What follows belongs to an exercise in optimizing a design on an open flow for small area and a short achievable clock period; a production flow would make more cautious choices.
Function was not checked in any run shown here: the RTL went through the layout flow alone.
Power and IR drop assume default switching activity.

==> flow/design.v (outline; a module is shown in full before it is edited, if it fits) <==
// module bitonic_comp: 18 lines
// module bitonic_top: 3354 lines
module bitonic_top #(parameter NUM_INPUT = 16, DATA_WIDTH = 8)
(clk, reset, data_in, valid, done, data_out);
  // ...
==> flow/flow/run.sh <==
#!/bin/bash
# Own layout flow: the standard layout, except that the synthesis maps the
# combinational logic with flow/abc.script (an area-recovering ABC script) in place of
# ORFS's speed script. Registers, their names and everything after synthesis are as in
# the standard flow. Ports are buffered with buf_2 cells.
set -euo pipefail
W=$(pwd)
{
  head -n 1 synth_recipe.tcl
  cat <<EOF
proc abc {args} {
  set i [lsearch -exact \$args -script]
  if { \$i >= 0 } { set args [lreplace \$args [expr {\$i+1}] [expr {\$i+1}] $W/flow/abc.script] }
  yosys abc {*}\$args
}
EOF
  tail -n +2 synth_recipe.tcl
} > my_synth.tcl
sed "s#SYNTH_SCRIPT=[^ ]*#SYNTH_SCRIPT=$W/my_synth.tcl#" standard.sh > my_standard.sh
grep -q "SYNTH_SCRIPT=$W/my_synth.tcl" my_standard.sh
bash my_standard.sh "BUFFER_PORTS_ARGS=-buffer_cell sky130_fd_sc_hd__buf_2" finish > flow.log 2>&1
==> flow/flow/abc.script <==
strash
dc2
strash
&get -n
&dch -f
&nf -R 100 -p
&put
==> flow/standard.sh <==
#!/bin/bash
# synth_recipe.tcl (not shown) runs the flow's synth.tcl, then flattens the netlist and writes it again
# the make line also repeats each setting of config.mk as NAME=value (left out here)
make -C /OpenROAD-flow-scripts/flow DESIGN_CONFIG=/design/flow/config.mk WORK_HOME=/design/flow/orfs CLKGATE_MAP_FILE= SYNTH_SCRIPT=/design/flow/synth_recipe.tcl "${@:-finish}"
==> flow/config.mk <==
export PLATFORM = sky130hd
export DESIGN_NAME = bitonic_top
export DESIGN_NICKNAME = bitonic_top
export VERILOG_FILES = /design/flow/design.v
export SDC_FILE = /design/flow/constraint.sdc
export NUM_CORES = 4
export LEC_CHECK = 0
export CAP_MARGIN = 20
export CORE_MARGIN = 2
export CORE_UTILIZATION = 60
export CTS_CLUSTER_DIAMETER = 60
export CTS_CLUSTER_SIZE = 30
export SETUP_SLACK_MARGIN = 1.1
export SLEW_MARGIN = 20
==> flow/constraint.sdc <==
create_clock -name core_clock -period 3.0 [get_ports {clk}]
set_input_delay 0.6000 -clock core_clock [delete_from_list [all_inputs] [get_ports {clk}]]
set_output_delay 0.6000 -clock core_clock [all_outputs]
set_load 0.01 [all_outputs]
==> run notes, run 1 <==
LEAKAGE=15.24 nW; met2 WL post-DR=42080 um; # clock sinks=708; register area=14280 um^2; Largest register FFs=4; Worst Clk Skew=31.41 ps; CTS Buf Count=42; HPWL after detailed placement=67860 um; compound-cell area share of the yosys netlist=23.18%; Post-Synth Adder-Cell Area=0%; #MultiIn Comb=2965; DIE HEIGHT=231.9 um; Top pwr grp=combinational logic; CP arrival=2530 ps; Worst Reg-to-Reg Cells=6; hold buffers post-CTS=0; clk buf depth=3; WL final=86350 um; Avg Cell Area, Syn=7.556 um^2; internal power=23.40 mW; Fin. Hold Viols=0; run status=timing/DRC/antenna clean; Layout fillers=4245; clock-pin slew on the worst setup and hold paths=100 ps; Post-synth EDFFs=0
==> run 2, diff against run 1 <==
--- a/flow/config.mk
+++ b/flow/config.mk
@@ -12,3 +12,3 @@
 export CTS_CLUSTER_SIZE = 30
-export SETUP_SLACK_MARGIN = 1.1
+export SETUP_SLACK_MARGIN = 1.25
 export SLEW_MARGIN = 20
==> run notes, run 2 <==
DIE HEIGHT=231.9 um (unchanged); total of max-cap violations=0; largest family of logic cells by synthesized area=simple AND/OR/NAND/NOR gates; hold buffers post-CTS=0 (unchanged); Avg Vias per Cell=5.848; final setup fails=0; Syn Inst Count=4126; sequential element share of the synthesized area=45.46%; fin crit share=65.31%; Final Net Count=4659; Util after Layout=80.09%; actual slew at the worst max-slew pin=591.0 ps; Setup crit end=l9_3_4_4_x_p3$_DFF_P_; CP Capture Type=flip-flop; Slew Viols, Final=0; pre-CTS WS=595.3 ps; CP arrival=2460 ps (-70 ps); Avg Cell Area, Syn=7.556 um^2 (unchanged); Top reg by flops=vpipe; die area=53800 um^2; Die Wd=231.9 um; startpoint class of the critical path=flip-flop; XOR/XNOR share of the synthesized area=0%; Critical Path RT=3500 ps; root buf cell=clkbuf_16; Synth top area share=45.46%; htree depth=2; commonest non-fill, non-tap cell in the layout=nand2_1; kind of critical path=flip-flop to flip-flop; Synth cell types=39; depth of the worst hold-timing path=1; All-Layer GR Usage=31.60%; Fmax=510.4 MHz; Worst R2R End=l9_3_4_4_x_p3$_DFF_P_; Layout fillers=3383 (-20%); clk buf depth=3 (unchanged); fraction of layout cells with a size suffix above 1=36.26%; first-pass GRT wire length=133100 um; clock-pin slew on the worst setup and hold paths=100 ps (about the same); most numerous cell in the Yosys netlist=dfxtp_1; CTS tree=yes; DR pass1 iterations=6; design area=41090 um^2; Multi-input gate area=19710 um^2; initial antenna violation count=9; core area=51300 um^2; Post-DP Area=32780 um^2; Synth Area in Simple Gates=24.36%; maximum VDD drop=0.6231 mV; IO Port Bufs=259; Remaining DRCs=0; Crit. Startpoint=l8_3_5_1_x_p2$_DFF_P_; compound-cell area share of the yosys netlist=23.18% (unchanged); FF-to-FF Start=l8_3_5_1_x_p2$_DFF_P_; Cell Area, Synth=31180 um^2; post-route setup slack=1041 ps; Synth top cells by count=708 x dfxtp_1, 635 x nand2_1, 626 x nor2_1, 432 x a21oi_1, 325 x clkinv_1; register area=14620 um^2 (+2.4%); Layout area overhead=31.80%; Tmin final=1959 ps; Fin. Hold Viols=0 (unchanged); top_reg_cell synth=dfxtp_1; Post-Synth Adder-Cell Area=0% (unchanged); Iteration-0 DRC Markers=2281; post-route ant nets=0; largest net degree at the start of global routing=31; I/O pin total=260; most frequent cells in the layout=584 x nand2_1, 491 x dfxtp_1, 469 x nor2_1; Post-synth ARST share=0%; Synth area leader=dfxtp_1; site row count=83; Post-synth EDFFs=0 (unchanged); Clock Latency Late Sink=630 ps; Worst Clk Skew=34.06 ps (+2.648 ps); Initial Util=60.77%; HPWL after detailed placement=67880 um (about the same); Power per Cell Area=1153 nW/um^2; Largest register FFs=4 (unchanged); total nets after synthesis=4257; run status=timing/DRC/antenna clean; Worst Reg-to-Reg Cells=8 (+2); LEAKAGE=16.93 nW (+11%); CP Max Fanout=4; grt total ovfl=0; Routed WL per cell=18.65 um; WL final=97870 um (+13%); hold slack=71.20 ps; vias in the first global route=26429; # clock sinks=708 (unchanged); CTS Buf Count=42 (unchanged); Yosys reg bits=708; Final GP Congestion=0.9652; post-synthesis mux area share=0%; Worst Hold Class=input pin to flip-flop; routed via count=30697; RSZ-0062 raised after global routing=yes; reg-to-reg slack, setup=1040 ps; Post-Route Setup TNS=0 ps; slew margin rel.=60.45%; top post-synthesis cells by area=dfxtp_1 45%, nand2_1 7.6%, nor2_1 7.5%; yosys warns=1
[run 2: cell types whose count changed in the layout (fill, tap and decap cells not counted), moves of 61 or more]
cell / delta
dfxtp_4: +64
o21ai_0: -61
dfxtp_2: +77
nor2_1: -112
a21oi_1: -71
nor2_2: +88
dfxtp_1: -141
buf_4: +167
[run 2: how the worst min path moves through the flow]
stage | endpoint | startpoint | slack [ps]
CTS | in4_5_p1$_DFF_P_ | data_in[34] | 50
floorplan | l10_6_7_0_hi_p4$_DFF_P_ | l10_6_7_0_hi_p3$_DFF_P_ | 310
finish | in9_5_p1$_DFF_P_ | data_in[74] | 70
global placement | l6_1_4_3_lo_p4$_DFF_P_ | l6_1_4_3_lo_p3$_DFF_P_ | 310
detailed placement | l10_8_9_3_hi_p4$_DFF_P_ | l10_8_9_3_hi_p3$_DFF_P_ | 310
global route | in1_7_p1$_DFF_P_ | data_in[8] | 60
[run 2: where the power goes]
group	internal [mW]	switching, mW
Combinational	10.1	14.9
Clock	3.07	3.73
Sequential	12.9	2.67
Total	26.1	21.3
[run 2: timing repair]
| action | CTS | global route |
|---|---|---|
| pin swaps | 74 | 258 |
| gates resized for setup | 571 | 919 |
| buffers inserted | 73 | 149 |
| setup endpoints to repair | 217 | 318 |
[run 2: routing by layer]
layer / global-route usage, % / vias to the layer above / part of all wire, %
li1: - / 14744 / -
met1: 38.11 / 14247 / 38
met2: 56.17 / 1298 / 48
met3: 4.077 / 398 / 6.9
met4: 13.98 / 10 / 6.5
met5: 0 / - / 0.066
[run 2: cells by family (layout without fill, tap and decap cells)]
logic type	after synthesis	in the layout
AO/OA/AOI/OAI	1234	1234
buffers and inverters	453	888
flip-flops	708	708
other	0	8
AND/OR/NAND/NOR	1731	1731
[run 2: stage by stage]
step | cells | total power, mW
final | 5249 | 47.39
after floorplan | 4126 | 27.39
after detailed placement | 4942 | 32.05
after CTS | 5092 | 41.61
after global routing | 5243 | 49.99
after global placement | 4942 | 31.71
[run 2: final cells by class]
cell class	count	area share, %
multi-input combinational	2965	47.98
sequential	708	35.57
timing repair buffer	486	7.491
inverter	325	2.981
clock buffer	47	2.783
tap	680	2.071
clock inverter	30	1.078
antenna	8	0.04872
[run 2: critical path: stages, from the launching register on]
cell      delay, ps
dfxtp_1         390
nor2_1           90
nor2_1          320
nor2b_2         130
a21oi_4         250
a31oi_4         170
nand2_1         140
clkinv_1        130
o21a_1          230

==> port drivers added, routing unchanged <==
In the flow no input, the clock included, has a driving cell. The finished layouts below were timed again as built, in two steps. Step 1: set_driving_cell puts a clkbuf_16 on clk and a buf_2 on each other input, an assumption about the parent block. Step 2 also shifts input and output timing later by t, the mid clock arrival at the registers, as if the neighbouring blocks saw the same clock. Slacks: no drivers / after step 1 / after step 2; pairs: no drivers / after step 1.
run	shift t [ns]	setup slack, ns	worst slew at a driven data input, ns	cell pins on the clock port's net
run 1	0.676	1.022 / 1.022 / 0.521	0.08	1
run 2	0.674	1.041 / 1.041 / 0.545	0.10	1
After both steps every run listed still meets setup and hold. The setup slack of run 1, which loses most, moves by 0.000 ns with the drivers and by -0.501 ns with both steps.
